Background: an optimization exercise with open tools, aiming at small area and a short achievable clock period. Do not read the settings as production practice.
Function was checked by simulation only, so behaviour that the tests miss may differ from the original.
Power and IR drop assume default switching activity.

==> run a <==
Design dwt_haar2d, start of the top module:
module dwt_haar2d
#(parameter WIDTH = 128                      
)
(
    input                     HCLK,          
    input                     HRESETn,       
    input                     in_valid,      
    input       [7:0]         in_r0,         
    input       [7:0]         in_g0,
    input       [7:0]         in_b0,
    input       [7:0]         in_r1,         
    input       [7:0]         in_g1,
    input       [7:0]         in_b1,
    output reg                out_valid,
    output reg  signed [9:0]  out_r_ca,
    output reg  signed [9:0]  out_g_ca,
    output reg  signed [9:0]  out_b_ca,
    output reg  signed [9:0]  out_r_ch,
    output reg  signed [9:0]  out_g_ch,
    output reg  signed [9:0]  out_b_ch,
    output reg  signed [9:0]  out_r_cv,
    output reg  signed [9:0]  out_g_cv,
    output reg  signed [9:0]  out_b_cv,
    output reg  signed [9:0]  out_r_cd,
    output reg  signed [9:0]  out_g_cd,
  ...
==> module dwt_haar2d, before the edit <==
module dwt_haar2d
#(parameter WIDTH = 128                      
)
(
    input                     HCLK,          
    input                     HRESETn,       
    input                     in_valid,      
    input       [7:0]         in_r0,         
    input       [7:0]         in_g0,
    input       [7:0]         in_b0,
    input       [7:0]         in_r1,         
    input       [7:0]         in_g1,
    input       [7:0]         in_b1,
    output reg                out_valid,
    output reg  signed [9:0]  out_r_ca,
    output reg  signed [9:0]  out_g_ca,
    output reg  signed [9:0]  out_b_ca,
    output reg  signed [9:0]  out_r_ch,
    output reg  signed [9:0]  out_g_ch,
    output reg  signed [9:0]  out_b_ch,
    output reg  signed [9:0]  out_r_cv,
    output reg  signed [9:0]  out_g_cv,
    output reg  signed [9:0]  out_b_cv,
    output reg  signed [9:0]  out_r_cd,
    output reg  signed [9:0]  out_g_cd,
    output reg  signed [9:0]  out_b_cd
);
localparam PAIRS = WIDTH/2;
reg        v1;                               
reg [5:0]  col;                              
reg        row_odd;                          
always @(posedge HCLK, negedge HRESETn) begin
    if (!HRESETn)
        v1 <= 1'b0;
    else
        v1 <= in_valid;
end
always @(posedge HCLK, negedge HRESETn) begin
    if (!HRESETn) begin
        col     <= 6'd0;
        row_odd <= 1'b0;
    end else if (v1) begin
        col <= col + 6'd1;
        if (col == PAIRS-1)
            row_odd <= ~row_odd;
    end
end
wire [8:0] sum_r  = {1'b0, in_r0} + {1'b0, in_r1};
wire [8:0] sum_g  = {1'b0, in_g0} + {1'b0, in_g1};
wire [8:0] sum_b  = {1'b0, in_b0} + {1'b0, in_b1};
wire [8:0] diff_r = {1'b0, in_r0} - {1'b0, in_r1};
wire [8:0] diff_g = {1'b0, in_g0} - {1'b0, in_g1};
wire [8:0] diff_b = {1'b0, in_b0} - {1'b0, in_b1};
reg [47:0] lh;                               
always @(posedge HCLK)
    lh <= {sum_r[8:1], sum_g[8:1], sum_b[8:1], diff_r[8:1], diff_g[8:1], diff_b[8:1]};
wire [7:0] L_r = lh[47:40], L_g = lh[39:32], L_b = lh[31:24];     
wire [7:0] H_r = lh[23:16], H_g = lh[15:8],  H_b = lh[7:0];       
reg [47:0] sr [0:PAIRS-1];
integer i;
always @(posedge HCLK) begin
    if (v1) begin
        sr[0] <= lh;
        for (i = 1; i < PAIRS; i = i + 1)
            sr[i] <= sr[i-1];
    end
end
wire [47:0] top = sr[PAIRS-1];
wire [7:0] tL_r = top[47:40], tL_g = top[39:32], tL_b = top[31:24];
wire [7:0] tH_r = top[23:16], tH_g = top[15:8],  tH_b = top[7:0];
always @(posedge HCLK, negedge HRESETn) begin
    if (!HRESETn)
        out_valid <= 1'b0;
    else
        out_valid <= v1 && row_odd;
end
always @(posedge HCLK) begin
    out_r_ca <= {2'b00, tL_r} + {2'b00, L_r};
    out_g_ca <= {2'b00, tL_g} + {2'b00, L_g};
    out_b_ca <= {2'b00, tL_b} + {2'b00, L_b};
    out_r_ch <= {2'b00, tL_r} - {2'b00, L_r};
    out_g_ch <= {2'b00, tL_g} - {2'b00, L_g};
    out_b_ch <= {2'b00, tL_b} - {2'b00, L_b};
    out_r_cv <= {{2{tH_r[7]}}, tH_r} + {{2{H_r[7]}}, H_r};
    out_g_cv <= {{2{tH_g[7]}}, tH_g} + {{2{H_g[7]}}, H_g};
    out_b_cv <= {{2{tH_b[7]}}, tH_b} + {{2{H_b[7]}}, H_b};
    out_r_cd <= {{2{tH_r[7]}}, tH_r} - {{2{H_r[7]}}, H_r};
    out_g_cd <= {{2{tH_g[7]}}, tH_g} - {{2{H_g[7]}}, H_g};
    out_b_cd <= {{2{tH_b[7]}}, tH_b} - {{2{H_b[7]}}, H_b};
end
endmodule
==> flow/config.mk <==
export PLATFORM = sky130hd
export DESIGN_NAME = dwt_haar2d
export DESIGN_NICKNAME = dwt_haar2d
export VERILOG_FILES = /design/flow/design.v
export SDC_FILE = /design/flow/constraint.sdc
export NUM_CORES = 4
export LEC_CHECK = 0
export CAP_MARGIN = 20
export CORE_MARGIN = 2
export CORE_UTILIZATION = 70
export CTS_BUF_LIST = sky130_fd_sc_hd__clkbuf_16
export CTS_CLUSTER_DIAMETER = 100
export CTS_CLUSTER_SIZE = 22
export GPL_TIMING_DRIVEN = 1
export PLACE_DENSITY = 0.75
export SETUP_SLACK_MARGIN = 4.6
export SLEW_MARGIN = 20
==> flow/constraint.sdc <==
create_clock -name core_clock -period 7.0 [get_ports {HCLK}]
set_input_delay 1.4000 -clock core_clock [delete_from_list [all_inputs] [get_ports {HCLK}]]
set_output_delay 1.4000 -clock core_clock [all_outputs]
set_load 0.01 [all_outputs]
run.sh (not shown) runs the stock make flow with config.mk's settings and CLKGATE_MAP_FILE= SYNTH_SCRIPT=/design/flow/synth_recipe.tcl, a recipe that flattens the netlist after the stock synthesis.
==> run b: changes against run a <==
--- a/flow/design.v
+++ b/flow/design.v
@@ -28,6 +28,5 @@
 localparam PAIRS = WIDTH/2;
 reg        v1;                               
-reg [5:0]  col;                              
-reg        row_odd;                          
+reg [47:0] pix;                              
 always @(posedge HCLK, negedge HRESETn) begin
     if (!HRESETn)
@@ -36,4 +35,10 @@
         v1 <= in_valid;
 end
+always @(posedge HCLK)
+    pix <= {in_r0, in_g0, in_b0, in_r1, in_g1, in_b1};
+wire [7:0] r0 = pix[47:40], g0 = pix[39:32], b0 = pix[31:24];
+wire [7:0] r1 = pix[23:16], g1 = pix[15:8],  b1 = pix[7:0];
+reg [5:0] col;                               
+reg       row_odd;                           
 always @(posedge HCLK, negedge HRESETn) begin
     if (!HRESETn) begin
@@ -46,15 +51,13 @@
     end
 end
-wire [8:0] sum_r  = {1'b0, in_r0} + {1'b0, in_r1};
-wire [8:0] sum_g  = {1'b0, in_g0} + {1'b0, in_g1};
-wire [8:0] sum_b  = {1'b0, in_b0} + {1'b0, in_b1};
-wire [8:0] diff_r = {1'b0, in_r0} - {1'b0, in_r1};
-wire [8:0] diff_g = {1'b0, in_g0} - {1'b0, in_g1};
-wire [8:0] diff_b = {1'b0, in_b0} - {1'b0, in_b1};
-reg [47:0] lh;                               
-always @(posedge HCLK)
-    lh <= {sum_r[8:1], sum_g[8:1], sum_b[8:1], diff_r[8:1], diff_g[8:1], diff_b[8:1]};
-wire [7:0] L_r = lh[47:40], L_g = lh[39:32], L_b = lh[31:24];     
-wire [7:0] H_r = lh[23:16], H_g = lh[15:8],  H_b = lh[7:0];       
+wire [8:0] sum_r  = {1'b0, r0} + {1'b0, r1};
+wire [8:0] sum_g  = {1'b0, g0} + {1'b0, g1};
+wire [8:0] sum_b  = {1'b0, b0} + {1'b0, b1};
+wire [8:0] diff_r = {1'b0, r0} - {1'b0, r1};
+wire [8:0] diff_g = {1'b0, g0} - {1'b0, g1};
+wire [8:0] diff_b = {1'b0, b0} - {1'b0, b1};
+wire [7:0] L_r = sum_r[8:1],  L_g = sum_g[8:1],  L_b = sum_b[8:1];     
+wire [7:0] H_r = diff_r[8:1], H_g = diff_g[8:1], H_b = diff_b[8:1];    
+wire [47:0] lh = {L_r, L_g, L_b, H_r, H_g, H_b};
 reg [47:0] sr [0:PAIRS-1];
 integer i;
==> flow/config.mk (replaced) <==
export PLATFORM = sky130hd
export DESIGN_NAME = dwt_haar2d
export DESIGN_NICKNAME = dwt_haar2d
export VERILOG_FILES = /design/flow/design.v
export SDC_FILE = /design/flow/constraint.sdc
export NUM_CORES = 4
export LEC_CHECK = 0
export CAP_MARGIN = 20
export CORE_MARGIN = 2
export CORE_UTILIZATION = 40
export SLEW_MARGIN = 20
==> run c: changes against run a <==
--- a/flow/config.mk
+++ b/flow/config.mk
@@ -8,10 +8,9 @@
 export CAP_MARGIN = 20
 export CORE_MARGIN = 2
-export CORE_UTILIZATION = 70
+export CORE_UTILIZATION = 82
 export CTS_BUF_LIST = sky130_fd_sc_hd__clkbuf_16
 export CTS_CLUSTER_DIAMETER = 100
-export CTS_CLUSTER_SIZE = 22
-export GPL_TIMING_DRIVEN = 1
-export PLACE_DENSITY = 0.75
-export SETUP_SLACK_MARGIN = 4.6
+export CTS_CLUSTER_SIZE = 25
+export PLACE_DENSITY = 0.88
+export SETUP_SLACK_MARGIN = 5
 export SLEW_MARGIN = 20
==> comparison table <==
quantity	run c	run b	run a
Most frequent standard cell in the layout excluding fill and tap cells	-	sky130_fd_sc_hd__edfxtp_1	sky130_fd_sc_hd__edfxtp_1
Internal power consumption	-	33,900 uW	28,100 uW
Netlist Area Pre-Place	0.102 sq mm	0.102 sq mm	0.102 sq mm
Pin count of the biggest net entering global routing	-	232	207
First element of the critical path	-	out_g_cv[7]$_DFF_P_	out_valid$_DFF_PN0_
Post-detailed-route count of antenna-violating nets	-	0	0
Hold Vio Cnt, Final	-	0	0
Critical Path Start Type	-	flop	flop
Outcome	aborted with a tool error	complete, no violations	complete, no violations
Failing step	3_5_place_dp	-	-
Total iterations of the first detailed-routing run	-	5	6
Total placed instance area	-	0.108 sq mm	0.106 sq mm
GR met1 Demand/Resource	-	0.163	0.299
Top cell class by occupied area	-	sequential cells	sequential cells
Highest routed metal layer	-	met4	met5

## port drivers added, routing unchanged
No port has a modelled driver above. Below, the same layouts with a new extraction and two added sets of constraints. Step 1, drivers: a clkbuf_16 drives HCLK and a buf_2 each remaining input, both assumed. Step 2 adds t to the input delays and takes it off the output delays; t is the mean of the earliest and latest rising clock arrival at the registers after step 1. Input paths then give back, and output paths get back, about the clock's delay inside the block. Three values: ideal ports, drivers, drivers and shift; two values: the first two.
run	shift t [ns]	slack for setup (ns)	worst data-port slew with drivers (ns)	pins driven straight from the clock port
run a	0.856	4.330 / 4.253 / 3.510	0.34	1
run b	0.962	3.495 / 3.410 / 3.751	0.15	1
After both steps every run listed still meets setup and hold. For run a, which loses most, drivers alone change the setup slack by -0.077 ns; drivers and shift together by -0.820 ns.
